This design comes from an exercise in tuning for small area, a short achievable clock period and few clock cycles on the open sky130 flow, not from production work. In this exercise RTL edits were held to simulation tests only and were not proved equivalent to the original. Power and IR drop assume default switching activity.

## JK
Design LASER, start of the top module:
module LASER (
    input CLK,
    input RST,
    input [3:0] X,
    input [3:0] Y,
    output reg [3:0] C1X,
    output reg [3:0] C1Y,
    output reg [3:0] C2X,
    output reg [3:0] C2Y,
    output reg DONE);
  integer i, s;
  reg       inph;         
  reg [5:0] incnt;
  reg       fmode;        
  reg [2:0] fpass;
  reg [4:0] fk;           
  reg       smode;        
  reg [2:0] spass;
  reg [3:0] scx, scy;
  reg [4:0] ssub;
  reg [5:0] sacc;
  reg [5:0] best;
  reg [7:0] pa [0:19];
  reg [7:0] pb [0:19];
  reg [4:0] hix;
  always @(posedge CLK) begin
    for (i = 1; i < 20; i = i + 1) begin
      pa[i] <= pa[i-1];
      pb[i] <= pb[i-1];
    end
    pa[0] <= (inph && incnt < 6'd20) ? {X, Y} : pa[19];
    pb[0] <= (inph && incnt >= 6'd20) ? {X, Y} : pb[19];
    hix <= (inph || hix == 5'd19) ? (inph ? 5'd19 : 5'd0) : hix + 5'd1;
  end
  reg [15:0] bm [0:15];
  reg [3:0]  ro;
  wire [3:0] setpos = Y - ro + 4'd1;
  wire       bclr = inph && incnt == 6'd0;
  always @(posedge CLK) begin
    ro <= ro - 4'd1;
    for (i = 0; i < 16; i = i + 1)
      bm[i] <= (bm[(i + 15) % 16] & {16{!bclr}}) |
               ((inph && setpos == i) ? (16'd1 << X) : 16'd0);
  end
  function automatic [16:0] therm(input [3:0] q);
    therm[0]  = 1'b1;
    therm[1]  = q[3] | q[2] | q[1] | q[0];
    therm[2]  = q[3] | q[2] | q[1];
    therm[3]  = q[3] | q[2] | (q[1] & q[0]);
    therm[4]  = q[3] | q[2];
    therm[5]  = q[3] | (q[2] & (q[1] | q[0]));
    therm[6]  = q[3] | (q[2] & q[1]);
    therm[7]  = q[3] | (q[2] & q[1] & q[0]);
    therm[8]  = q[3];
  ...
Size: ~1100 flip-flops, about 27 I/O pins, roughly 54000 sq um of cells after synthesis.
clock: 6.5 ns
lec_check: 0
cap_margin: 20
core_margin: 2
core_utilization: 40
setup_slack_margin: 2.0
slew_margin: 20
run.sh (not shown) runs the stock make flow with config.mk's settings and CLKGATE_MAP_FILE= SYNTH_SCRIPT=/design/flow/synth_recipe.tcl, a recipe that flattens the netlist after the stock synthesis.
JK completed end to end with timing, DRC and antenna clean.
Testbench counts of JK, summed over its fixed seeds: cycles 16,565.
Setup changes, JK to MS
Settings: SETUP_SLACK_MARGIN changed from 2.0 to 4.0.
==> results.txt <==
The placed standard-cell area in MS sits 1200 sq um above the value recorded for JK. From MS to JK, count of cell types in the netlist did not move at all. MS — area growth from synthesis to layout 11 points higher, JK as reference. MS against JK: routed length on met2 higher, worst path setup slack after routing rose by 0.47 ns. Global-route met1 utilization delta (MS -> JK): insignificant. Summary: with JK as the reference, placed wire-length estimate in MS moved down slightly.
Changes in AL relative to MS:
Settings: setting CTS_BUF_LIST to sky130_fd_sc_hd__clkbuf_4 sky130_fd_sc_hd__clkbuf_8 for the first time; changing SETUP_SLACK_MARGIN from 4.0 to 3.0.
### Flow results
Re arrival time at the worst endpoint: AL is 0.18 ns up on MS. There was hardly any difference in power after layout between MS and AL. AL vs. MS: post-route worst setup slack went down 0.021 ns; fraction of standard cell area that is sequential went up; number of buffers added by the clock tree synthesis step climbed about 66%; post-CTS setup repair buffer count decreased 165. In AL relative to MS, routed wire length had gone down by a few percent. Compared with MS, AL shows global-route wire length before repair lower by about 1.8%. As of AL, count of clock-buffer cells in the layout had risen by more than half compared to MS. Comparing MS with AL, the final worst hold slack came out essentially unchanged. Across AL and MS, none had a timing, DRC or antenna violation. Looking at post-layout utilization of the core, AL sits 4.1 points below MS.
Relative to AL, the following input files were edited for TR:
Settings: CTS_BUF_LIST: sky130_fd_sc_hd__clkbuf_4 sky130_fd_sc_hd__clkbuf_8 -> unset.
Findings:
In TR, the number of global-route vias before repair came out 1.8% below the value in AL. Comparing clock latency of the later-clocked register in the worst-skew pair for TR and AL, the smaller number came from TR. TR vs AL: number of cells in the finished layout apart from fillers down slightly. | first-pass GRT wire length | lower: TR |. Final cycle utilization of the critical path in TR is 0.41 points lower than in AL. Measured against each other, TR and AL differ in setup slack after layout, the higher figure coming from TR. Every stage of the flow completed for TR, and the final layout passed the timing, design-rule and antenna checks. Against AL, TR reports a power consumed by combinational cells that is higher. In the metrics for TR and AL, the one carrying the higher fraction of power consumed by sequential logic is TR. Comparing the two runs side by side, TR comes out ahead of AL on clock skew. On TR: post-detailed-routing wire length is about 0.37% lower than what AL gave.

========
Another version of the RTL of LASER (not shown whole).
Size in the first run: ~4,700 cells after synthesis, roughly 27 I/O pins.
make LEC_CHECK=0 CAP_MARGIN=20 CORE_MARGIN=2 CORE_UTILIZATION=60 SETUP_SLACK_MARGIN=3.0 SLEW_MARGIN=20 finish   # period 6.5 ns
Testbench counts at the start, summed over its fixed seeds: cycles 16,565.
Change:
--- a/flow/config.mk
+++ b/flow/config.mk
@@ -9,3 +9,3 @@
 export CORE_MARGIN = 2
-export CORE_UTILIZATION = 60
+export CORE_UTILIZATION = 40
 export SETUP_SLACK_MARGIN = 3.0
=> The changed run completed without violations. Setup slack improves by 28 ps. Critical path depth came out lower by 1. Total power is higher by 3.3%. Global-route usage came out lower by 10 points. Hold slack is worse by 85 ps. Clock skew climbs by 44 ps. Sequential power hardly moves. Routed wire length hardly moves. Flip-flop and latch count stays the same. Combinational power grows by about 2%. Area after synthesis stays the same.

==> re-timing with driven ports <==
How much do the figures lean on ideal ports? The routed layouts below were timed once more, with nothing changed but the port constraints.
Step 1, drivers: a clkbuf_16 drives CLK and a buf_2 each remaining input, both assumed.
Step 2 adds t to the input delays and takes it off the output delays; t is the mean of the earliest and latest rising clock arrival at the registers after step 1. Input paths then give back, and output paths get back, about the clock's delay inside the block.
Three values: no drivers, after step 1, after step 2; two values: the first two.
run	t, ns	slack for setup (ns)	worst hold slack (ns)	worst data-port slew with drivers (ns)	cell pins on the clock port's net
JK	0.806	2.496 / 2.496 / 1.852	0.235 / 0.235 / 0.235	0.06	1
MS	0.788	2.971 / 2.971 / 2.768	0.281 / 0.281 / 0.281	0.06	1
AL	0.953	2.950 / 2.950 / 2.054	0.281 / 0.281 / 0.281	0.06	1
TR	0.801	2.977 / 2.977 / 2.408	0.307 / 0.307 / 0.307	0.06	1
the first run of note 2	0.745	2.131 / 2.131 / 2.131	0.310 / 0.310 / 0.310	0.05	1
the second run of note 2	0.761	2.159 / 2.159 / 2.159	0.226 / 0.226 / 0.226	0.07	1
After both steps setup and hold are still met in every run listed. The setup slack of AL, which loses most, moves by 0.000 ns with the drivers and by -0.896 ns with both steps.
